This is an optimization exercise on Yosys and OpenROAD, whose aim is small area and a short achievable clock period, not a production implementation.
Where RTL was checked, it was by simulation tests only, not by an equivalence proof against the original.
No functional check of the RTL was part of run 1.
No activity file was given, so power comes from the tool's default toggle rates.

==> flow/design.v, too long to show whole: its modules and the start of the top module <==
// module AHB_Mul: 74 lines
// module AHB_Mul_booth: 768 lines
module AHB_Mul(
    input HCLK,
    input HRESETn,
    input [31:0]M_AHB_0_haddr,
    input [2:0]M_AHB_0_hburst,
    input M_AHB_0_hmastlock,
    input [3:0]M_AHB_0_hprot,
    output reg [31:0]M_AHB_0_hrdata,
    output M_AHB_0_hready,
    output M_AHB_0_hresp,
    input [2:0]M_AHB_0_hsize,
    input [1:0]M_AHB_0_htrans,
    input [31:0]M_AHB_0_hwdata,
    input M_AHB_0_hwrite,
    output[3:0] led
    );
  // ...
==> flow/flow/run.sh <==
#!/bin/bash
# Own layout flow: the standard synthesis and layout, with two changes:
#  - after synthesis, fixfa.py removes the inverters that Yosys's full-adder
#    extraction leaves between adder cells (each adder may be swapped for its
#    complemented form, fa(~a,~b,~c) = ~fa(a,b,c));
#  - the port buffers are buf_4 cells instead of the slow delay buffers that
#    buffer_ports picks by default.
# Each tool's full output goes to a log file of its own in this folder.
set -euo pipefail
R=orfs/results/sky130hd/AHB_Mul/base
bash standard.sh synth > synth.log 2>&1
cp $R/1_2_yosys.v yosys_orig.v
python3 flow/fixfa.py yosys_orig.v $R/1_2_yosys.v > fixfa.log 2>&1
rm -f $R/1_synth.odb $R/1_synth.sdc
bash standard.sh BUFFER_PORTS_ARGS="-buffer_cell sky130_fd_sc_hd__buf_4" finish > finish.log 2>&1
==> flow/flow/fixfa.py <==
#!/usr/bin/env python3
"""Remove the inverters that Yosys's extract_fa leaves around full adders.

A full adder with all three inputs inverted gives both outputs inverted:
fa(~a, ~b, ~c) = (~sum, ~cout).  So each fa cell may be swapped for its
complemented form (inputs and outputs inverted) without changing what it
computes.  This script picks, for every fa cell, the form that needs the
fewest inverters on the nets around the adders, rewires the netlist, and
drops the inverters left without loads.

usage: fixfa.py IN.v OUT.v
"""
import re
import sys
from collections import defaultdict

INV = re.compile(r"sky130_fd_sc_hd__(inv|clkinv)_\d+$")
FA = re.compile(r"sky130_fd_sc_hd__fa_\d+$")
OUTPINS = {"X", "Y", "Q", "Q_N", "SUM", "COUT", "HI", "LO"}

src = open(sys.argv[1]).read()
mod_start = src.index("module ")
body_end = src.rindex("endmodule")

cell_re = re.compile(r"\n(\s*)(sky130_fd_sc_hd__\w+)\s+(\S+)\s*\((.*?)\);", re.S)
pin_re = re.compile(r"\.(\w+)\(\s*((?:\\\S+\s)|[^()\s]+)\s*\)")

cells = []
for m in cell_re.finditer(src):
    pins = [(p, n.strip()) for p, n in pin_re.findall(m.group(4))]
    cells.append({"span": m.span(), "type": m.group(2), "name": m.group(3),
                  "pins": dict(pins), "order": [p for p, _ in pins], "indent": m.group(1)})

driver = {}
loads = defaultdict(list)
for i, c in enumerate(cells):
    for p, n in c["pins"].items():
        if p in OUTPINS:
            driver[n] = (i, p)
        else:
            loads[n].append((i, p))

others = "\n".join(l for l in src[mod_start:body_end].split("\n")
                   if l.strip().startswith(("assign", "input", "output", "inout")))
others += src[mod_start:src.index(");", mod_start)]
other_tokens = set(re.findall(r"\\\S+|[A-Za-z_][A-Za-z0-9_$]*(?:\[\d+\])?", others))
for t in list(other_tokens):
    other_tokens.add(re.sub(r"\[\d+\]$", "", t))


def is_inv(i):
    return INV.match(cells[i]["type"]) is not None


def resolve(n):
    p = 0
    while n in driver and is_inv(driver[n][0]):
        n = cells[driver[n][0]]["pins"]["A"]
        p ^= 1
    return n, p


fas = [i for i, c in enumerate(cells) if FA.match(c["type"])]
fa_out = {}  # net -> fa index
for i in fas:
    for p in ("SUM", "COUT"):
        if p in cells[i]["pins"]:
            fa_out[cells[i]["pins"][p]] = i

# load pins to rewire: every fa input, and every non-inverter load of a net
# that resolves to an fa output
uses = []  # (cell, pin, base, parity)
for i in fas:
    for p in ("A", "B", "CIN"):
        b, par = resolve(cells[i]["pins"][p])
        uses.append((i, p, b, par))
for i, c in enumerate(cells):
    if is_inv(i) or FA.match(c["type"]):
        continue
    for p, n in c["pins"].items():
        if p in OUTPINS:
            continue
        b, par = resolve(n)
        if b in fa_out:
            uses.append((i, p, b, par))
# nets that resolve to an fa output and are used outside instances: keep as is
for n in list(driver):
    if n in other_tokens:
        b, par = resolve(n)
        if b in fa_out:
            sys.exit(f"fixfa: net {n} used outside cells resolves to an adder output; not handled")

x = {i: 0 for i in fas}
SWAP = {"sky130_fd_sc_hd__xor2_1": "sky130_fd_sc_hd__xnor2_1",
        "sky130_fd_sc_hd__xnor2_1": "sky130_fd_sc_hd__xor2_1"}
all_loads = defaultdict(int)
for i, c in enumerate(cells):
    for p, n in c["pins"].items():
        if p not in OUTPINS:
            all_loads[n] += 1
# a swappable driver whose every load is rewired here may be complemented
use_count = defaultdict(int)
for (i, p, b, par) in uses:
    use_count[b] += 1
swappable = set()
for b, k in use_count.items():
    if b in driver and cells[driver[b][0]]["type"] in SWAP and b not in other_tokens:
        # all loads of b, and of inverters of b, must be among the uses
        ok = True
        stack = [b]
        while stack:
            n = stack.pop()
            for (i, p) in loads[n]:
                if is_inv(i):
                    stack.append(cells[i]["pins"]["Y"])
                    if cells[i]["pins"]["Y"] in other_tokens:
                        ok = False
        if ok:
            swappable.add(b)


def needs():
    pol = defaultdict(set)
    for (i, p, b, par) in uses:
        q = par ^ (x[i] if FA.match(cells[i]["type"]) and p in ("A", "B", "CIN") else 0)
        q ^= x[fa_out[b]] if b in fa_out else 0
        pol[b].add(q)
    return pol


def cost():
    n = 0
    for b, qs in needs().items():
        if 1 in qs and not (b in swappable and qs == {1}):
            n += 1
    return n


best = cost()
print(f"fixfa: {len(fas)} adders, {best} inverted nets before", file=sys.stderr)
improved = True
rounds = 0
while improved and rounds < 50:
    improved = False
    rounds += 1
    for i in fas:
        x[i] ^= 1
        c = cost()
        if c < best:
            best = c
            improved = True
        else:
            x[i] ^= 1
print(f"fixfa: {sum(x.values())} adders complemented, {best} inverted nets after", file=sys.stderr)

# physical nets: a complemented adder drives new nets holding the complement
phys = {}
newnets = []
for i in fas:
    if x[i]:
        for p in ("SUM", "COUT"):
            if p in cells[i]["pins"]:
                n = cells[i]["pins"][p]
                r = "fixfa_n" + str(len(newnets))
                newnets.append(r)
                phys[n] = r
                cells[i]["pins"][p] = r
inv_of = {}
newcells = []


def literal(b, q):
    """net carrying value(b) xor q"""
    pb = phys.get(b, b)
    if b in fa_out and x[fa_out[b]]:
        q ^= 1
    if not q:
        return pb
    if pb not in inv_of:
        o = "fixfa_i" + str(len(newnets))
        newnets.append(o)
        inv_of[pb] = o
        newcells.append(f"  sky130_fd_sc_hd__inv_1 fixfa_inv{len(newcells)} (\n    .A({pb}),\n    .Y({o})\n  );")
    return inv_of[pb]


swapped = set()
for b, qs in needs().items():
    if b in swappable and qs == {1}:
        d = driver[b][0]
        cells[d]["type"] = SWAP[cells[d]["type"]]
        o, n = ("X", "Y") if "X" in cells[d]["pins"] else ("Y", "X")
        cells[d]["pins"][n] = cells[d]["pins"].pop(o)
        cells[d]["order"] = [n if q == o else q for q in cells[d]["order"]]
        swapped.add(b)
print(f"fixfa: swapped {len(swapped)} xor/xnor drivers", file=sys.stderr)
for (i, p, b, par) in uses:
    q = par ^ (x[i] if FA.match(cells[i]["type"]) and p in ("A", "B", "CIN") else 0)
    cells[i]["pins"][p] = literal(b, q ^ (1 if b in swapped else 0))

# drop inverters without loads, repeatedly; a complemented adder's old output
# net that still has loads is driven from an inverter of the new net
dead = set()
restore = {}
while True:
    cnt = defaultdict(int)
    for i, c in enumerate(cells):
        if i in dead:
            continue
        for p, n in c["pins"].items():
            if p not in OUTPINS:
                cnt[n] += 1
    for t in newcells:
        cnt[re.search(r"\.A\(([^()]*)\)", t).group(1).strip()] += 1
    more = [i for i, c in enumerate(cells) if i not in dead and is_inv(i)
            and cnt[c["pins"]["Y"]] == 0 and c["pins"]["Y"] not in other_tokens]
    if not more:
        break
    dead.update(more)
for n, r in phys.items():
    if cnt.get(n, 0) or n in other_tokens:
        newcells.append(f"  sky130_fd_sc_hd__inv_1 fixfa_inv{len(newcells)} (\n    .A({r}),\n    .Y({n})\n  );")
print(f"fixfa: removed {len(dead)} inverters, added {len(newcells)}", file=sys.stderr)


def fmt(n):
    return n + " " if n.startswith("\\") else n


out = []
pos = 0
for i, c in enumerate(cells):
    s, e = c["span"]
    out.append(src[pos:s])
    if i not in dead:
        pins = ",\n".join(f"    .{p}({fmt(c['pins'][p])})" for p in c["order"])
        out.append(f"\n{c['indent']}{c['type']} {c['name']} (\n{pins}\n  );")
    pos = e
rest = src[pos:]
k = rest.rindex("endmodule")
decl = "".join(f"  wire {n};\n" for n in newnets)
out.append(rest[:k] + "\n".join(newcells) + "\n" + rest[k:])
text = "".join(out)
h = text.index(");", text.index("module ")) + 2
text = text[:h] + "\n" + decl + text[h:]
open(sys.argv[2], "w").write(text)
==> flow/standard.sh <==
#!/bin/bash
# synth_recipe.tcl (not shown) runs the flow's synth.tcl, then flattens the netlist and writes it again
# the make line also repeats each setting of config.mk as NAME=value (left out here)
make -C /OpenROAD-flow-scripts/flow DESIGN_CONFIG=/design/flow/config.mk WORK_HOME=/design/flow/orfs CLKGATE_MAP_FILE= SYNTH_SCRIPT=/design/flow/synth_recipe.tcl "${@:-finish}"
==> flow/config.mk <==
export PLATFORM = sky130hd
export DESIGN_NAME = AHB_Mul
export DESIGN_NICKNAME = AHB_Mul
export VERILOG_FILES = /design/flow/design.v
export SDC_FILE = /design/flow/constraint.sdc
export NUM_CORES = 4
export LEC_CHECK = 0
export ABC_AREA = 1
export CAP_MARGIN = 20
export CORE_MARGIN = 2
export CORE_UTILIZATION = 40
export PLACE_DENSITY = 0.6
export SETUP_SLACK_MARGIN = 3
export SLEW_MARGIN = 20
==> flow/constraint.sdc <==
create_clock -name core_clock -period 10.0 [get_ports {HCLK}]
set_input_delay 2.0000 -clock core_clock [delete_from_list [all_inputs] [get_ports {HCLK}]]
set_output_delay 2.0000 -clock core_clock [all_outputs]
set_load 0.01 [all_outputs]
==> run summary, run 1 <==
* CLK BUF at 49
* Max power group: combinational cells
* Top sig layer: met5
* Pre-CTS WS at 2.27 ns
* Clock network power share at between 20% and 30%
* Crit path from: M_AHB_0_hwdata[17]
* Post-route DRC at 0
* Max Cap Viol at 0
* Fin crit period at just under 7 ns
* Worst Path Required at just over 10 ns
* Setup_tns at 0 ns
* Buffers on Ports at 75
* Switch Pwr at around 2100 uW
* Core Box Area at between 0.06 and 0.07 mm^2
* Multi-input combinational area share at between 40% and 50%
* Hold Path Stages at 2
* Crit-path cells: buf_4 -> nand2_1 -> o21ai_0 -> inv_1 -> o22ai_1 -> xor2_1 -> fa_1 -> fa_1 -> fa_1 -> fa_1 -> fa_1 -> xor2_1 -> xor2_1 -> xor2_1
* Pwr Density at 207 mW/mm^2
* Outcome: finished clean
* Met2 Routed Length at 38.4 mm
* Sequential cell area share at between 30% and 40%
* Met1 Usage GRT at a little over a third
* Initial antenna violation count at 2
* Grt ovf at 0
* Die Wd at approximately 250 um
* Commonest non-fill, non-tap cell in the layout: nand2_1
* Crit-path max FO at 18
* Total GRT Usage at 26.1%
* Leading cell kind: multi-input combinational cells
* Drt first pass iters at 6
* Post-DR wirelength/cell at approximately 25 um
* Multi-input logic area at 0.0132 mm^2
* Cell count along the critical path at 14
* GR Util met2 at between 40% and 50%
* Core Rows at 91
* Flip-flop and latch count at roughly 330
* Area growth from synthesis to layout at 9.65%
* Worst-case clock buffer depth at 3
==> module AHB_Mul, before the edit <==
module AHB_Mul(
    input HCLK,
    input HRESETn,
    input [31:0]M_AHB_0_haddr,
    input [2:0]M_AHB_0_hburst,
    input M_AHB_0_hmastlock,
    input [3:0]M_AHB_0_hprot,
    output reg [31:0]M_AHB_0_hrdata,
    output M_AHB_0_hready,
    output M_AHB_0_hresp,
    input [2:0]M_AHB_0_hsize,
    input [1:0]M_AHB_0_htrans,
    input [31:0]M_AHB_0_hwdata,
    input M_AHB_0_hwrite,
    output[3:0] led
    );
    assign M_AHB_0_hready = 1'b1;
    assign M_AHB_0_hresp = 1'b0;
    reg [31:0] mem_A, mem_B, mem_C, mem_D, mem_E, mem_F, mem_G, mem_H;
    reg [31:0] p_s, p_c;      
    reg        w_act;         
    reg [3:0]  addr_q;        
    assign led[3:0] = mem_A[3:0];
    always @(posedge HCLK) begin
        w_act  <= HRESETn & M_AHB_0_htrans[1] & M_AHB_0_hwrite;
        addr_q <= M_AHB_0_haddr[5:2];
    end
    wire [31:0] wd = M_AHB_0_hwdata;
    wire mul_we = w_act & ~addr_q[3];
    wire p_we   = w_act & (addr_q == 4'h8);
    wire [31:0] wdr = wd & {32{HRESETn}};
    wire [7:0] ld;
    genvar i;
    generate for (i = 0; i < 8; i = i + 1) begin : g_ld
        assign ld[i] = ~HRESETn | (w_act & (addr_q == i));
    end endgenerate
    always @(posedge HCLK) begin
        if (ld[0]) mem_A <= wdr;
        if (ld[1]) mem_B <= wdr;
        if (ld[2]) mem_C <= wdr;
        if (ld[3]) mem_D <= wdr;
        if (ld[4]) mem_E <= wdr;
        if (ld[5]) mem_F <= wdr;
        if (ld[6]) mem_G <= wdr;
        if (ld[7]) mem_H <= wdr;
    end
    reg p_one;
    wire p_en = w_act & (~addr_q[3] | p_we);
    always @(posedge HCLK)
        p_one <= ~HRESETn | (p_one & ~p_en);
    wire [31:0] p = (p_one | p_we) ? 32'h1 : p_s + p_c;
    wire [31:0] ms, mc;
    AHB_Mul_booth u_mul (.p(wd), .d(p), .ms(ms), .mc(mc));
    always @(posedge HCLK) begin
        if (p_en) begin
            p_s <= ms;
            p_c <= mc;
        end
    end
    always @(*) begin
        case (addr_q)
            4'h0 : M_AHB_0_hrdata = mem_A;
            4'h1 : M_AHB_0_hrdata = mem_B;
            4'h2 : M_AHB_0_hrdata = mem_C;
            4'h3 : M_AHB_0_hrdata = mem_D;
            4'h4 : M_AHB_0_hrdata = mem_E;
            4'h5 : M_AHB_0_hrdata = mem_F;
            4'h6 : M_AHB_0_hrdata = mem_G;
            4'h7 : M_AHB_0_hrdata = mem_H;
            4'h8 : M_AHB_0_hrdata = p;
            default : M_AHB_0_hrdata = 32'h0;
        endcase
    end
endmodule
==> run 2, diff against run 1 <==
--- a/flow/design.v
+++ b/flow/design.v
@@ -14,16 +14,17 @@
     input [31:0]M_AHB_0_hwdata,
     input M_AHB_0_hwrite,
     output[3:0] led
     );
     assign M_AHB_0_hready = 1'b1;
     assign M_AHB_0_hresp = 1'b0;
     reg [31:0] mem_A, mem_B, mem_C, mem_D, mem_E, mem_F, mem_G, mem_H;
     reg [31:0] p_s, p_c;      
+    reg [2:0] p_t;        
     reg        w_act;         
     reg [3:0]  addr_q;        
     assign led[3:0] = mem_A[3:0];
     always @(posedge HCLK) begin
         w_act  <= HRESETn & M_AHB_0_htrans[1] & M_AHB_0_hwrite;
         addr_q <= M_AHB_0_haddr[5:2];
     end
     wire [31:0] wd = M_AHB_0_hwdata;
@@ -44,23 +45,25 @@
         if (ld[5]) mem_F <= wdr;
         if (ld[6]) mem_G <= wdr;
         if (ld[7]) mem_H <= wdr;
     end
     reg p_one;
     wire p_en = w_act & (~addr_q[3] | p_we);
     always @(posedge HCLK)
         p_one <= ~HRESETn | (p_one & ~p_en);
-    wire [31:0] p = (p_one | p_we) ? 32'h1 : p_s + p_c;
+    wire [31:0] p = (p_one | p_we) ? 32'h1 : p_s + p_c + {^p_t, 31'h0};
     wire [31:0] ms, mc;
-    AHB_Mul_booth u_mul (.p(wd), .d(p), .ms(ms), .mc(mc));
+    wire [2:0] mt;
+    AHB_Mul_booth u_mul (.p(wd), .d(p), .ms(ms), .mc(mc), .mt(mt));
     always @(posedge HCLK) begin
         if (p_en) begin
             p_s <= ms;
             p_c <= mc;
+            p_t <= mt;
         end
     end
     always @(*) begin
         case (addr_q)
             4'h0 : M_AHB_0_hrdata = mem_A;
             4'h1 : M_AHB_0_hrdata = mem_B;
             4'h2 : M_AHB_0_hrdata = mem_C;
             4'h3 : M_AHB_0_hrdata = mem_D;
@@ -72,17 +75,18 @@
             default : M_AHB_0_hrdata = 32'h0;
         endcase
     end
 endmodule
 module AHB_Mul_booth(
     input  [31:0] p,
     input  [31:0] d,
     output [31:0] ms,
-    output [31:0] mc
+    output [31:0] mc,
+    output [2:0] mt
     );
     wire [32:0] pe = {p, 1'b0};
     wire [15:0] b_one, b_two, b_neg;
     genvar g;
     generate for (g = 0; g < 16; g = g + 1) begin : enc
         assign b_one[g] = pe[2*g+1] ^ pe[2*g];
         assign b_two[g] = (pe[2*g+2] & ~pe[2*g+1] & ~pe[2*g]) | (~pe[2*g+2] & pe[2*g+1] & pe[2*g]);
         assign b_neg[g] = pe[2*g+2];
@@ -812,32 +816,30 @@
     wire tx0 = pp0_31 ^ pp10_11;
     wire tx1 = pp11_9 ^ pp12_7;
     wire tx2 = pp13_5 ^ pp14_3;
     wire tx3 = pp15_1 ^ pp1_29;
     wire tx4 = pp2_27 ^ pp3_25;
     wire tx5 = pp4_23 ^ pp5_21;
     wire tx6 = pp6_19 ^ pp7_17;
     wire tx7 = pp8_15 ^ pp9_13;
-    wire tx8 = tx0 ^ tx1;
-    wire tx9 = tx2 ^ tx3;
-    wire tx10 = tx4 ^ tx5;
-    wire tx11 = tx6 ^ tx7;
-    wire tx12 = tx10 ^ tx11;
-    wire tx13 = tx8 ^ tx9;
-    wire tx14 = tx12 ^ tx13;
-    wire ty0 = hc6 ^ fc45;
-    wire ty1 = fc46 ^ fc6;
-    wire ty2 = fc7 ^ fc8;
-    wire ty3 = ty0 ^ ty1;
-    wire ty4 = ty2 ^ fc47;
-    wire ty5 = ty3 ^ fc48;
-    wire ty6 = fc97 ^ ty4;
-    wire ty7 = fc98 ^ ty5;
-    wire ty8 = ty6 ^ ty7;
-    wire ty9 = fc142 ^ fc99;
-    wire ty10 = ty8 ^ ty9;
-    wire ty11 = ty10 ^ fc143;
-    wire ty12 = ty11 ^ fc168;
-    wire ty13 = ty12 ^ fc195;
-    assign ms = {tx14, fc194, fc193, fc192, fc191, fc190, fc189, fc188, fc187, fc186, fc185, fc184, fc183, fc182, fc181, fc180, fc179, fc178, fc177, fc176, fc175, fc174, fc173, fc172, fc171, fc170, fc169, hc28, hc27, hs27, pp0_1, b_neg[0]};
-    assign mc = {ty13, fs195, fs194, fs193, fs192, fs191, fs190, fs189, fs188, fs187, fs186, fs185, fs184, fs183, fs182, fs181, fs180, fs179, fs178, fs177, fs176, fs175, fs174, fs173, fs172, fs171, fs170, fs169, hs28, pp1_0, 1'b0, pp0_0};
+    wire tx8 = hc6 ^ tx0;
+    wire tx9 = tx1 ^ tx2;
+    wire tx10 = tx3 ^ tx4;
+    wire tx11 = tx5 ^ tx6;
+    wire tx12 = tx7 ^ fc45;
+    wire tx13 = fc46 ^ fc6;
+    wire tx14 = fc7 ^ fc8;
+    wire tx15 = tx10 ^ tx11;
+    wire tx16 = tx8 ^ tx9;
+    wire tx17 = tx12 ^ tx13;
+    wire tx18 = tx14 ^ tx15;
+    wire tx19 = tx16 ^ fc47;
+    wire tx20 = tx17 ^ fc48;
+    wire tx21 = fc97 ^ tx18;
+    wire tx22 = tx19 ^ fc98;
+    wire tx23 = tx20 ^ tx21;
+    wire tx24 = tx22 ^ tx23;
+    wire tx25 = fc142 ^ tx24;
+    assign ms = {tx25, fc194, fc193, fc192, fc191, fc190, fc189, fc188, fc187, fc186, fc185, fc184, fc183, fc182, fc181, fc180, fc179, fc178, fc177, fc176, fc175, fc174, fc173, fc172, fc171, fc170, fc169, hc28, hc27, hs27, pp0_1, b_neg[0]};
+    assign mc = {fc195, fs195, fs194, fs193, fs192, fs191, fs190, fs189, fs188, fs187, fs186, fs185, fs184, fs183, fs182, fs181, fs180, fs179, fs178, fs177, fs176, fs175, fs174, fs173, fs172, fs171, fs170, fs169, hs28, pp1_0, 1'b0, pp0_0};
+    assign mt = {fc168, fc143, fc99};
 endmodule
==> run 2 against run 1 <==
- still clean
- final area is 1.3% higher
- clock skew grew 0.0066 ns
- via count rose by 1.2%
- global-route usage rose by 0.63 points
- combinational power decreased by 8.7%
- critical endpoint is now p_c[30]
- largest power group unchanged
==> run summary, run 2 <==
* Rel. slew slack at 25.6% (was 28.9%)
* Drt total wl at 84.9 mm (was 83.2 mm)
* CTS sink count at 328 (was 325)
* Peak per-stage delay on the critical path at 0.58 ns (was 0.71 ns)
* Worst Path Required at 10.29 ns (was 10.39 ns)
* Buffers on Ports at 75 (unchanged)
* Initial Utilization at 40.3% (was 40.2%)
* Pre-CTS WS at 2.24 ns (was 2.27 ns)
* H-tree levels at 2 (unchanged)
* Mapped Avg Cell Area at 9.97 um^2 (was 9.84 um^2)
* Yosys warns at 1 (unchanged)
* RSZ-0062 raised after global routing: false (unchanged)
* TritonCTS Buffers at 38 (was 35)
* Initial antenna violation count at 1 (was 2)
* Max Cap Viol at 0 (unchanged)
* Reg-to-Reg Start: p_s[6] (was p_c[11])
* End of the worst hold path: p_one (unchanged)
* Share of cells above drive strength 1 at 7.87% (was 8.65%)
* CP Class: in2reg (unchanged)
* Worst Slack Setup Final at 3.22 ns (was 3.26 ns)
* Worst-Margin Slew at 1.11 ns (was 1.07 ns)
* Clock Root Buffer: clkbuf_16 (unchanged)
* Crit path top cell by count: fa_1 (unchanged)
* Vias in the first global route at 19,600 (was 19,100)
* First-pass GRT wire length at 126 mm (was 123 mm)
* Synthesized net count at 2,855 (was 2,841)
* Hold Path Stages at 2 (unchanged)
* Post CTS Setup Buffer Count at 0 (was 1)
* Clock Skew at 0.0277 ns (was 0.0210 ns)
* Drt first pass iters at 6 (unchanged)
* TritonCTS clock tree: built (unchanged)
* Fin crit share at 67.8% (was 67.4%)
* Reg clk slew, reported paths at 0.06 ns (about the same)
* Final #Nets at 2,851 (was 2,841)
* Inst Count DP at 3,284 (was 3,258)
* Post-DR wirelength/cell at 25.3 um (was 25.1 um)
* Core Rows at 91 (unchanged)
* Die Wd at 253 um (was 252 um)
* Vias per inst at 5.80 (was 5.79)
* Pwr Density at 202 mW/mm^2 (was 207 mW/mm^2)
* Final hold violation count at 0 (unchanged)
* Reg2reg setup slack at 3.72 ns (was 3.37 ns)
* Outcome: finished clean (unchanged)
* Setup crit end kind: register (unchanged)
* Post-route DRC at 0 (unchanged)
* Max Slew Vio Count at 0 (unchanged)
* Netlist Area Pre-Place at 0.0248 mm^2 (was 0.0247 mm^2)
* Hold slack at 0.544 ns (was 0.536 ns)
* Setup_tns at 0 ns (unchanged)
* Die Y at 253 um (was 252 um)
* Critical Path Start Type: primary input (unchanged)
* Post-DP HPWL at 59.5 mm (was 58.2 mm)
* Detailed-route via count at 19,500 (was 19,200)
* Max rail drop VDD at 0.000157 V (was 0.000143 V)
* Area growth from synthesis to layout at 10.3% (was 9.65%)
* Antenna-violating nets left at 0 (unchanged)
* Commonest non-fill, non-tap cell in the layout: nand2_1 (unchanged)
* Hold_sp: p_one (unchanged)
* Crit-path max FO at 28 (was 18)
* Total die area at 0.0641 mm^2 (was 0.0637 mm^2)
* # hold bufs at CTS at 0 (unchanged)
* Class of the worst hold path: reg2reg (unchanged)
* Grt ovf at 0 (unchanged)
* CP max-delay cell: fa_1 (was o21ai_0)
* Most frequent cells in the layout: nand2_1, edfxtp_1, inv_1, o22ai_1, fa_1 (was nand2_1, edfxtp_1, inv_1, o22ai_1, xor2_1)
* Worst R2R End: p_c[30] (was p_c[31])
* Worst EP arrival at 7.07 ns (was 7.13 ns)
* Clk Latency, worst-skew pair at 0.58 ns (about the same)
* FF-to-FF path depth at 16 (was 20)
* Layout fillers at 5,889 (was 5,833)
* Worst-case clock buffer depth at 3 (unchanged)
* Cells after Synth at 2,491 (was 2,506)
* Largest net degree at the start of global routing at 68 (was 65)
* Finish-stage setup viols at 0 (unchanged)
* Layout Cells excl Fill at 3,355 (was 3,321)
* Final Wtd Congestion at 0.949 (was 0.927)
* Total GRT Usage at 26.7% (was 26.1%)
* Core Box Area at 0.0616 mm^2 (was 0.0614 mm^2)
* Leak at 0.0113 uW (was 0.0114 uW)
* Ports at 118 (unchanged)
* Initial DRC count at 2,122 (was 2,157)
* Post-CTS sizing at 1 (unchanged)
* Fin crit period at 6.78 ns (was 6.74 ns)
* Fmax at 148 MHz (about the same)
* Crit-path cells: buf_4 -> inv_1 -> nor2_1 -> clkinv_2 -> o21ai_0 -> xnor2_1 -> fa_1 -> fa_1 -> fa_1 -> fa_1 -> fa_1 -> fa_1 (was buf_4 -> nand2_1 -> o21ai_0 -> inv_1 -> o22ai_1 -> xor2_1 -> fa_1 -> fa_1 -> fa_1 -> fa_1 -> fa_1 -> xor2_1 -> xor2_1 -> xor2_1)
[run 2: final cells by class]
| cell class | count | area, um^2 | share of cell area (%) |
|---|---|---|---|
| Multi-Input combinational cell | 1731 | 13400 | 49.0 |
| Sequential cell | 328 | 9790 | 35.7 |
| Inverter | 283 | 1070 | 3.89 |
| Tap cell | 837 | 1050 | 3.82 |
| Clock buffer | 46 | 1000 | 3.65 |
| Timing Repair Buffer | 105 | 788 | 2.88 |
| Clock inverter | 23 | 267 | 0.972 |
| Antenna cell | 2 | 5.00 | 0.0183 |
[run 2: layer usage]
metal | global-route usage [%] | share of wire [%] | up-vias
met2 | 41.8 | 45 | 1087
met1 | 35.8 | 40 | 9624
met5 | 0 | 0 | -
li1 | - | - | 8530
met4 | 12.2 | 4.7 | 0
met3 | 5.56 | 10 | 228
[run 2: per-stage QoR]
stage | instance area, um^2 | util, % | power, uW
floorplan | 24800 | - | 3340
global placement | 26100 | 42.4 | 4050
detailed placement | 26100 | 42.4 | 4120
CTS | 27400 | 44.5 | 5530
global route | 27400 | 44.5 | 5880
finish | 27400 | 44.5 | 5540
[run 2: critical path: cells and delay by family]
| family | cells | cell delay (ns) |
|---|---|---|
| simple gates | 1 | 0.27 |
| fa+ha+maj | 6 | 2.83 |
| buf+inv | 3 | 1.45 |
| compound gates | 1 | 0.38 |
| xor+xnor | 1 | 0.13 |
[run 2: worst max path at each step]
stage,from,endpoint,slack [ns],depth (start not counted)
2_1_floorplan,M_AHB_0_hwdata[1],p_c[29],3.80,13
3_3_place_gp,M_AHB_0_hwdata[1],p_c[30],2.29,12
3_5_place_dp,M_AHB_0_hwdata[1],p_c[30],2.24,12
4_1_cts,M_AHB_0_hwdata[1],p_c[30],3.28,12
5_1_grt,M_AHB_0_hwdata[1],p_c[29],3.09,12
6_report,M_AHB_0_hwdata[1],p_c[30],3.22,12
[run 2: power breakdown]
part | leakage, uW | switching, uW | internal, uW
logic | 0.00752 | 1430 | 883
registers | 0.00321 | 33.7 | 1780
clock network | 0.000621 | 582 | 827
total | 0.0113 | 2040 | 3490
==> run 3, diff against run 2 <==
--- a/flow/config.mk
+++ b/flow/config.mk
@@ -11,4 +11,4 @@
 export CORE_UTILIZATION = 40
 export PLACE_DENSITY = 0.6
-export SETUP_SLACK_MARGIN = 3
+export SETUP_SLACK_MARGIN = 4.5
 export SLEW_MARGIN = 20
==> run 3 against run 2 <==
- maximum frequency up 24%
- final cell count up 3.9%
- still clean
- largest power group unchanged
- clock skew down 0.0011 ns
==> run summary, run 3 <==
* Outcome: finished clean (unchanged)
* Initial DRC count at 2,292 (was 2,122)
* H-tree levels at 2 (unchanged)
* End of the worst hold path: p_one (unchanged)
* Vias per inst at 5.87 (was 5.80)
* Worst-case clock buffer depth at 3 (unchanged)
* Crit path top cell by count: fa_2 (was fa_1)
* Rel. slew slack at 27.0% (was 25.6%)
* Reg-to-Reg Start: p_s[26] (was p_s[6])
* Ports at 118 (unchanged)
* TritonCTS Buffers at 38 (unchanged)
* Cells after Synth at 2,491 (unchanged)
* Initial Utilization at 40.3% (unchanged)
* Max rail drop VDD at 0.000147 V (was 0.000157 V)
* Peak per-stage delay on the critical path at 0.55 ns (was 0.58 ns)
* Initial antenna violation count at 3 (was 1)
* FF-to-FF path depth at 20 (was 16)
* Yosys warns at 1 (unchanged)
* Final Util at 49.8% (was 44.5%)
* Max Slew Vio Count at 0 (unchanged)
* Drt first pass iters at 8 (was 6)
* Pwr Density at 193 mW/mm^2 (was 202 mW/mm^2)
* Clock Root Buffer: clkbuf_16 (unchanged)
* Layout fillers at 5,502 (was 5,889)
* Final #Nets at 2,990 (was 2,851)
* Worst-Margin Slew at 1.09 ns (was 1.11 ns)
* Drt total wl at 90.7 mm (was 84.9 mm)
* Netlist Area Pre-Place at 0.0248 mm^2 (unchanged)
* CP max-delay cell: fa_1 (unchanged)
* Detailed-route via count at 20,500 (was 19,500)
* Area growth from synthesis to layout at 23.5% (was 10.3%)
* Total GRT Usage at 27.6% (was 26.7%)
* Final Wtd Congestion at 0.973 (was 0.949)
* Critical Path Start Type: primary input (unchanged)
* Worst EP arrival at 5.81 ns (was 7.07 ns)
* Buf/Inv on CP at 3 (unchanged)
* Hold Path Stages at 2 (unchanged)
* Worst Path Required at 10.32 ns (was 10.29 ns)
* Design Area, Final at 0.0307 mm^2 (was 0.0274 mm^2)
* # hold bufs at CTS at 0 (unchanged)
* Commonest non-fill, non-tap cell in the layout: nand2_1 (unchanged)
* CP Class: in2reg (unchanged)
* RSZ-0062 raised after global routing: true (was false)
* Post-route DRC at 0 (unchanged)
* Mapped Avg Cell Area at 9.97 um^2 (unchanged)
* Fin crit share at 54.8% (was 67.8%)
* Reg clk slew, reported paths at 0.07 ns (was 0.06 ns)
* CP top delay family: adder cells (unchanged)
* Finish-stage setup viols at 0 (unchanged)
* Post-DP HPWL at 59.9 mm (was 59.5 mm)
* Worst R2R End: p_c[30] (unchanged)
* Antenna-violating nets left at 0 (unchanged)
* Core Rows at 91 (unchanged)
* First-pass GRT wire length at 130 mm (was 126 mm)
* Synthesized net count at 2,855 (unchanged)
* Post-DR wirelength/cell at 26.0 um (was 25.3 um)
* Dpl cell area at 0.0263 mm^2 (was 0.0261 mm^2)
* Antenna diodes at 0 (was 2)
* Cell count along the critical path at 11 (was 12)
* Total die area at 0.0641 mm^2 (unchanged)
* Setup crit end kind: register (unchanged)
* Vias in the first global route at 20,100 (was 19,600)
* Crit-path cells: buf_4 -> clkinvlp_4 -> buf_6 -> o22ai_4 -> xnor2_2 -> fa_2 -> fa_1 -> fa_2 -> fa_2 -> fa_1 -> fa_2 (was buf_4 -> inv_1 -> nor2_1 -> clkinv_2 -> o21ai_0 -> xnor2_1 -> fa_1 -> fa_1 -> fa_1 -> fa_1 -> fa_1 -> fa_1)
* Final hold violation count at 0 (unchanged)
* Largest net degree at the start of global routing at 68 (unchanged)
* Class of the worst hold path: reg2reg (unchanged)
* Total Power at 5910 uW (was 5540 uW)
* Max Cap Viol at 0 (unchanged)
* Crit-path max FO at 19 (was 28)
* Hold_sp: p_one (unchanged)
* Clock Skew at 0.0266 ns (was 0.0277 ns)
* Die Y at 253 um (unchanged)
* Die Wd at 253 um (unchanged)
* Most frequent cells in the layout: nand2_1, edfxtp_1, inv_1, o22ai_1, buf_4 (was nand2_1, edfxtp_1, inv_1, o22ai_1, fa_1)
* Leak at 0.0122 uW (was 0.0113 uW)
* Buffers on Ports at 75 (unchanged)
* Core Box Area at 0.0616 mm^2 (unchanged)
* Fmax at 182 MHz (was 148 MHz)
* Grt ovf at 0 (unchanged)
* Share of cells above drive strength 1 at 23.5% (was 7.87%)
* Setup_tns at 0 ns (unchanged)
* Clk Latency, worst-skew pair at 0.59 ns (was 0.58 ns)
* Hold slack at 0.541 ns (was 0.544 ns)
* CTS sink count at 328 (unchanged)
* Reg2reg setup slack at 4.55 ns (was 3.72 ns)
* Fin crit period at 5.48 ns (was 6.78 ns)
* TritonCTS clock tree: built (unchanged)
run 3: layer usage:
layer | vias to the layer above | wire (um) | track usage [%]
li1 | 8840 | - | -
met1 | 10100 | 35100 | 36.3
met2 | 1222 | 42000 | 44.7
met3 | 284 | 9190 | 5.92
met4 | 2 | 4450 | 10.8
met5 | - | 13 | 0
run 3: power by group:
group          internal, uW  switching (uW)  leakage (uW)  total (uW)
sequential             1790            43.4       0.00321        1830
combinational          1110            1600       0.00844        2710
clock                   795             578      0.000574        1370
run 3: layout make-up:
cell class	count	area [um^2]	share of cell area, %
inverters	283	1190	3.87
clock buffers	50	1020	3.31
flip-flops and latches	328	9790	31.9
well taps	837	1050	3.41
repair inverters	10	66.3	0.216
clock inverters	14	183	0.595
repair buffers	232	2040	6.64
multi-input cells	1733	15400	50.1
run 3: worst max path at each step:
stage	startpoint	to	slack (ns)
floorplan	M_AHB_0_hwdata[1]	p_c[29]	4.22
global placement	M_AHB_0_hwdata[5]	p_c[27]	3.35
detailed placement	M_AHB_0_hwdata[5]	p_c[25]	3.30
CTS	p_s[26]	p_c[29]	4.46
global route	p_s[19]	p_c[29]	4.38
finish	M_AHB_0_hwdata[0]	p_c[29]	4.52
run 3: tightest hold or removal path, stage by stage (launching register included):
cell     delay (ns)
dfxtp_1        0.30
inv_1          0.09
o21ai_0        0.10
run 3: stage by stage:
step	setup slack, ns	instances
after detailed placement	3.30	3282
after global placement	3.35	3282
after global routing	4.38	3487
after CTS	4.46	3389
after floorplan	4.22	2491
final	4.52	3487
run 3: repair_timing:
item / CTS / global route
pin swaps: 13 / 89
hold endpoints to repair: 0 / 0
setup endpoints to repair: 65 / 53
cloned: 8 / 6
buffers inserted: 35 / 92
gates resized for setup: 202 / 234
==> run 4, diff against run 3 <==
--- a/flow/config.mk
+++ b/flow/config.mk
@@ -10,5 +10,6 @@
 export CORE_MARGIN = 2
 export CORE_UTILIZATION = 40
+export CTS_BUF_LIST = sky130_fd_sc_hd__clkbuf_4 sky130_fd_sc_hd__clkbuf_8
 export PLACE_DENSITY = 0.6
-export SETUP_SLACK_MARGIN = 4.5
+export SETUP_SLACK_MARGIN = 4
 export SLEW_MARGIN = 20
==> run 4 against run 3 <==
- still clean
- via count is 3.3% lower
- total power down 8.2%
- critical path depth rose by 1
- count of clock-buffer cells in the layout grew 36
- routed wire length decreased by 5.0%
- non-clock buffer count is 108 lower
- sequential power barely moved
- first-iteration DRC count fell by 9.8%
- clock skew increased by 0.028 ns
- clock power decreased by 7%
- worst setup slack got worse by 0.54 ns
- sequential share of layout area up 3.3 points
- largest power group unchanged
==> run summary, run 4 <==
* Outcome: finished clean (unchanged)
* Grt ovf at 0 (unchanged)
* Critical Path Start Type: primary input (unchanged)
* Reg-to-Reg Start: p_s[24] (was p_s[26])
* Hold_sp: p_one (unchanged)
* Mapped Avg Cell Area at 9.97 um^2 (unchanged)
* H-tree levels at 2 (unchanged)
* Initial Utilization at 40.3% (unchanged)
* Post-DR wirelength/cell at 25.3 um (was 26.0 um)
* Synthesized net count at 2,855 (unchanged)
* Vias in the first global route at 19,800 (was 20,100)
* Fin crit share at 60.3% (was 54.8%)
* Total die area at 0.0641 mm^2 (unchanged)
* Finish-stage setup viols at 0 (unchanged)
* Vias per inst at 5.80 (was 5.87)
* Drt first pass iters at 8 (unchanged)
* Post-route DRC at 0 (unchanged)
* Cells after Synth at 2,491 (unchanged)
* Fin crit period at 6.03 ns (was 5.48 ns)
* Core Box Area at 0.0616 mm^2 (unchanged)
* Final Wtd Congestion at 0.957 (was 0.973)
* TritonCTS clock tree: built (unchanged)
* Core Rows at 91 (unchanged)
* Worst-case clock buffer depth at 3 (unchanged)
* Register area at 0.00979 mm^2 (unchanged)
* Ports at 118 (unchanged)
* Largest net degree at the start of global routing at 68 (unchanged)
* Drt total wl at 86.2 mm (was 90.7 mm)
* Total GRT Usage at 26.8% (was 27.6%)
* Initial antenna violation count at 1 (was 3)
* RSZ-0062 raised after global routing: true (unchanged)
* CP Class: in2reg (unchanged)
* Reg clk slew, reported paths at 0.06 ns (was 0.07 ns)
* Dpl cell area at 0.0261 mm^2 (was 0.0263 mm^2)
* Post-DP HPWL at 59.6 mm (was 59.9 mm)
* TritonCTS Buffers at 56 (was 38)
* Layout fillers at 5,870 (was 5,502)
* Commonest non-fill, non-tap cell in the layout: nand2_1 (unchanged)
* Class of the worst hold path: reg2reg (unchanged)
* Worst EP arrival at 6.44 ns (was 5.81 ns)
* Max Slew Vio Count at 0 (unchanged)
* Detailed-route via count at 19,800 (was 20,500)
* Netlist Area Pre-Place at 0.0248 mm^2 (unchanged)
* Fmax at 166 MHz (was 182 MHz)
* # hold bufs at CTS at 0 (unchanged)
* Design Area, Final at 0.0278 mm^2 (was 0.0307 mm^2)
* Max Cap Viol at 0 (unchanged)
* Pwr Density at 195 mW/mm^2 (was 193 mW/mm^2)
* Final #Nets at 2,893 (was 2,990)
* Initial DRC count at 2,067 (was 2,292)
* Die Y at 253 um (unchanged)
* Clock Root Buffer: clkbuf_8 (was clkbuf_16)
* CTS sink count at 328 (unchanged)
* Clock Skew at 0.0549 ns (was 0.0266 ns)
* First-pass GRT wire length at 126 mm (was 130 mm)
* Final hold violation count at 0 (unchanged)
* Leak at 0.0114 uW (was 0.0122 uW)
* Antenna-violating nets left at 0 (unchanged)
* Crit path from: M_AHB_0_hwdata[19] (was M_AHB_0_hwdata[0])
* Clk Latency, worst-skew pair at 0.69 ns (was 0.59 ns)
* Setup_tns at 0 ns (unchanged)
* Yosys warns at 1 (unchanged)
* Die Wd at 253 um (unchanged)
* Setup crit end kind: register (unchanged)
* Share of cells above drive strength 1 at 12.6% (was 23.5%)
* Most frequent cells in the layout: nand2_1, edfxtp_1, inv_1, o22ai_1, fa_1 (was nand2_1, edfxtp_1, inv_1, o22ai_1, buf_4)
* Worst Path Required at 10.41 ns (was 10.32 ns)
* Buffers on Ports at 75 (unchanged)
* Crit-path max FO at 17 (was 19)
* Max rail drop VDD at 0.000141 V (was 0.000147 V)
* Worst-Margin Slew at 1.15 ns (was 1.09 ns)
* Multi-input logic area at 0.0137 mm^2 (was 0.0154 mm^2)
* Area growth from synthesis to layout at 11.9% (was 23.5%)
* Rel. slew slack at 23.4% (was 27.0%)
## run 4: power breakdown
part | internal, uW | switching [uW]
combinational | 890 | 1450
sequential | 1780 | 33.0
clock | 707 | 566
## run 4: cell type report
cell class	instances	share of cell area (%)
multi-input cells	1731	49.3
well taps	837	3.77
repair buffers	124	3.37
clock inverters	14	0.495
flip-flops and latches	328	35.2
repair inverters	5	0.0990
diodes	1	0.00900
clock buffers	86	3.69
inverters	283	4.02
## run 4: final timing paths
| path | endpoint | slack (ns) | depth (start not counted) |
|---|---|---|---|
| hold / removal | p_one | 0.53 | 2 |
| hold reg to reg | p_one | 0.53 | 2 |
| setup reg to reg | p_c[30] | 4.10 | 15 |
| setup / recovery | p_c[30] | 3.97 | 12 |
## run 4: what timing repair did
item | 4_1_cts | 5_1_grt
buffers inserted | 2 | 17
pin swaps | 0 | 1
setup endpoints to repair | 35 | 49
cloned | 2 | 3
resized for setup | 22 | 67
## run 4: through the flow
stage          hold WS (ns)  power [uW]  utilization, %  instances  setup WS, ns
2_1_floorplan         0.508        3340               -       2491          4.00
3_3_place_gp          0.523        4020            42.4       3284          2.77
3_5_place_dp          0.525        4080            42.4       3284          2.71
4_1_cts               0.535        5370            44.5       3388          3.92
5_1_grt               0.557        5760            45.1       3409          3.94
6_report              0.533        5430            45.1       3409          3.97
## run 4: critical path, stage by stage
cell and delay (ns):
buf_4 0.29, nor2_1 0.11, nor2_2 0.44, clkinv_2 0.34
o22ai_1 0.23, xnor2_1 0.20, fa_1 0.48, fa_1 0.56
fa_1 0.44, fa_1 0.40, fa_1 0.51, fa_1 0.41
## run 4: routing by layer
layer  GRT usage [%]  routed length [um]  up-vias
li1                -                   -     8635
met1            35.4               34900     9844
met2            43.1               39900     1093
met3            5.68                7910      213
met4            10.3                3490        0
met5               0                   0        -
==> run 5, diff against run 4 <==
--- a/flow/config.mk
+++ b/flow/config.mk
@@ -10,5 +10,4 @@
 export CORE_MARGIN = 2
 export CORE_UTILIZATION = 40
-export CTS_BUF_LIST = sky130_fd_sc_hd__clkbuf_4 sky130_fd_sc_hd__clkbuf_8
 export PLACE_DENSITY = 0.6
 export SETUP_SLACK_MARGIN = 4
==> run 5 against run 4 <==
- synthesized cell count is the same
- die area stayed put
- count of clock-buffer cells in the layout shrank 43
- critical path type unchanged
- critical endpoint unchanged
- critical path depth is the same
- still clean on timing, DRC and antenna
- combinational power barely moved
==> run summary, run 5 <==
* Leak at 0.0114 uW (about the same)
* Worst EP arrival at 6.24 ns (was 6.44 ns)
* Initial Utilization at 40.3% (unchanged)
* Final Wtd Congestion at 0.957 (unchanged)
* M1 WL at 34.5 mm (was 34.9 mm)
* Vias in the first global route at 19,700 (was 19,800)
* First-pass GRT wire length at 126 mm (about the same)
* Netlist Area Pre-Place at 0.0248 mm^2 (unchanged)
* Antenna-violating nets left at 0 (unchanged)
* Core Rows at 91 (unchanged)
* TritonCTS Buffers at 37 (was 56)
* Pre-CTS WS at 2.71 ns (unchanged)
* Fin crit period at 5.93 ns (was 6.03 ns)
* Layout fillers at 5,827 (was 5,870)
* CTS sink count at 328 (unchanged)
* Clock Root Buffer: clkbuf_16 (was clkbuf_8)
* Initial antenna violation count at 0 (was 1)
* Vias per inst at 5.82 (was 5.80)
* Final hold violation count at 0 (unchanged)
* Finish-stage setup viols at 0 (unchanged)
* Commonest non-fill, non-tap cell in the layout: nand2_1 (unchanged)
* Design Area, Final at 0.0279 mm^2 (was 0.0278 mm^2)
* Ports at 118 (unchanged)
* Yosys warns at 1 (unchanged)
* Crit-path max FO at 17 (unchanged)
* Fmax at 169 MHz (was 166 MHz)
* Reg clk slew, reported paths at 0.06 ns (about the same)
* Worst-Margin Slew at 1.12 ns (was 1.15 ns)
* Drt first pass iters at 5 (was 8)
* Hold_sp: p_one (unchanged)
* Crit path from: M_AHB_0_hwdata[19] (unchanged)
* Antenna diodes at 0 (was 1)
* Max Slew Vio Count at 0 (unchanged)
* Post-DP HPWL at 59.6 mm (unchanged)
* Drt total wl at 85.8 mm (was 86.2 mm)
* Hold Path Stages at 2 (unchanged)
* Fin crit share at 59.3% (was 60.3%)
* Initial DRC count at 2,129 (was 2,067)
* Clock Skew at 0.0226 ns (was 0.0549 ns)
* Total GRT Usage at 26.8% (about the same)
* Grt ovf at 0 (unchanged)
* Synthesized net count at 2,855 (unchanged)
* Rel. slew slack at 25.1% (was 23.4%)
* End of the worst hold path: p_one (unchanged)
* Max Cap Viol at 0 (unchanged)
* Class of the worst hold path: reg2reg (unchanged)
* Final #Nets at 2,875 (was 2,893)
* Clk Latency, worst-skew pair at 0.57 ns (was 0.69 ns)
* Dpl cell area at 0.0261 mm^2 (unchanged)
* Largest net degree at the start of global routing at 68 (unchanged)
* Core Box Area at 0.0616 mm^2 (unchanged)
* Most frequent cells in the layout: nand2_1, edfxtp_1, inv_1, o22ai_1, fa_1 (unchanged)
* Post-route DRC at 0 (unchanged)
* Reg2reg setup slack at 4.07 ns (was 4.10 ns)
* Top sig layer: met4 (unchanged)
* # hold bufs at CTS at 0 (unchanged)
* Worst Slack Setup Final at 4.07 ns (was 3.97 ns)
* Cells after Synth at 2,491 (unchanged)
* Worst-case clock buffer depth at 3 (unchanged)
* H-tree levels at 2 (unchanged)
* Die Y at 253 um (unchanged)
* Setup crit end kind: register (unchanged)
* Post-DR wirelength/cell at 25.4 um (was 25.3 um)
* TritonCTS clock tree: built (unchanged)
* Worst R2R End: p_c[30] (unchanged)
* Reg-to-Reg Start: p_s[23] (was p_s[24])
* Pwr Density at 200 mW/mm^2 (was 195 mW/mm^2)
* Area growth from synthesis to layout at 12.5% (was 11.9%)
* CP Class: in2reg (unchanged)
* FF-to-FF path depth at 22 (was 15)
* Outcome: finished clean (unchanged)
* Die Wd at 253 um (unchanged)
* Worst Path Required at 10.31 ns (was 10.41 ns)
* Total die area at 0.0641 mm^2 (unchanged)
* RSZ-0062 raised after global routing: true (unchanged)
* Setup_tns at 0 ns (unchanged)
* Buffers on Ports at 75 (unchanged)
* Share of cells above drive strength 1 at 11.3% (was 12.6%)
* Detailed-route via count at 19,600 (was 19,800)
* Mapped Avg Cell Area at 9.97 um^2 (unchanged)
* Met2 Routed Length at 39.4 mm (was 39.9 mm)
* Met3 WL at 8.03 mm (was 7.91 mm)
* Max rail drop VDD at 0.000128 V (was 0.000141 V)
* Critical Path Start Type: primary input (unchanged)
==> run 5: cell count changes in the layout (fill, tap and decap cells not counted), sizes merged <==
| cell | before | now |
|---|---|---|
| clkinv | 20 | 26 |
| inv | 263 | 261 |
| buf | 124 | 125 |
| clkbuf | 86 | 43 |
| bufinv | 2 | 6 |
| clkinvlp | 17 | 19 |
| diode | 1 | 0 |
==> run 5: what timing repair did <==
action | 4_1_cts | 5_1_grt
gates cloned | 5 | 0
setup endpoints to repair | 36 | 35
setup buffers | 8 | 12
gates resized for setup | 27 | 63
==> run 5: critical path, stage by stage <==
cell      delay [ns]
buf_4           0.29
nor2_1          0.14
nor2_4          0.31
clkinv_2        0.28
o22ai_1         0.22
xnor2_1         0.19
fa_1            0.48
fa_1            0.55
fa_1            0.44
fa_1            0.40
fa_1            0.51
fa_1            0.41
==> run 5: layer usage <==
metal / vias to the layer above / GRT usage, %
met2: 1073 / 42.8
li1: 8605 / -
met1: 9735 / 35.6
met3: 222 / 5.40
met4: 0 / 10.9
met5: - / 0
==> run 5: final cells by class <==
| class | instances | area, um^2 | share of cell area (%) |
|---|---|---|---|
| timing repair buffer | 125 | 950 | 3.40 |
| multi-input combinational | 1731 | 13700 | 49.1 |
| inverter | 283 | 1130 | 4.04 |
| timing repair inverter | 5 | 32.5 | 0.116 |
| tap | 837 | 1050 | 3.75 |
| clock inverter | 24 | 314 | 1.12 |
| clock buffer | 43 | 968 | 3.47 |
| sequential | 328 | 9790 | 35.0 |
==> run 5: power by group <==
part	internal, uW	switching [uW]
combinational	888	1440
clock	837	598
sequential	1780	32.8
==> run 5: worst max-delay path by stage <==
| stage | depth (start not counted) | end | slack [ns] |
|---|---|---|---|
| floorplan | 13 | p_c[30] | 4.00 |
| global placement | 12 | p_c[30] | 2.77 |
| detailed placement | 12 | p_c[30] | 2.71 |
| CTS | 21 | p_c[30] | 3.94 |
| global route | 17 | p_c[29] | 3.92 |
| finish | 12 | p_c[30] | 4.07 |
==> run 5: per-stage QoR <==
step                      instances  utilization [%]  hold WS, ns  power, uW
after floorplan                2491                -        0.508       3340
final                          3376             45.4        0.533       5580
after detailed placement       3284             42.4        0.525       4080
after global routing           3376             45.4        0.558       5910
after global placement         3284             42.4        0.523       4020
after CTS                      3364             44.8        0.535       5530

## static timing again, ports no longer ideal
Ports are ideal in the flow. The routed layouts listed here were re-timed in OpenROAD.
Step 1, drivers: a clkbuf_16 drives HCLK and a buf_2 each remaining input, both assumed.
Step 2 moves the port delays by t, midway between the first and last clock arrival at a register: inputs arrive t later, outputs are due t later. That takes back most of the time a late clock gives input paths.
a / b / c = no drivers / after step 1 / after step 2; a / b = the first two.
run | shift t [ns] | slack for setup (ns) | worst setup path at the end | worst register clock-pin slew, ns | worst slew at a driven data input, ns
run 1 | 0.621 | 3.256 / 3.261 / 2.640 | input to register | 0.06 / 0.06 | 0.09
run 2 | 0.621 | 3.221 / 3.246 / 2.625 | input to register | 0.06 / 0.06 | 0.08
run 3 | 0.627 | 4.515 / 4.485 / 3.857 | input to register | 0.07 / 0.07 | 0.18
run 4 | 0.712 | 3.973 / 4.002 / 3.291 | input to register | 0.07 / 0.07 | 0.06
run 5 | 0.619 | 4.066 / 4.071 / 3.477 | input to register | 0.07 / 0.07 | 0.06
After both steps every run listed still meets setup and hold. The setup slack of run 4, which loses most, moves by +0.029 ns with the drivers and by -0.682 ns with both steps.
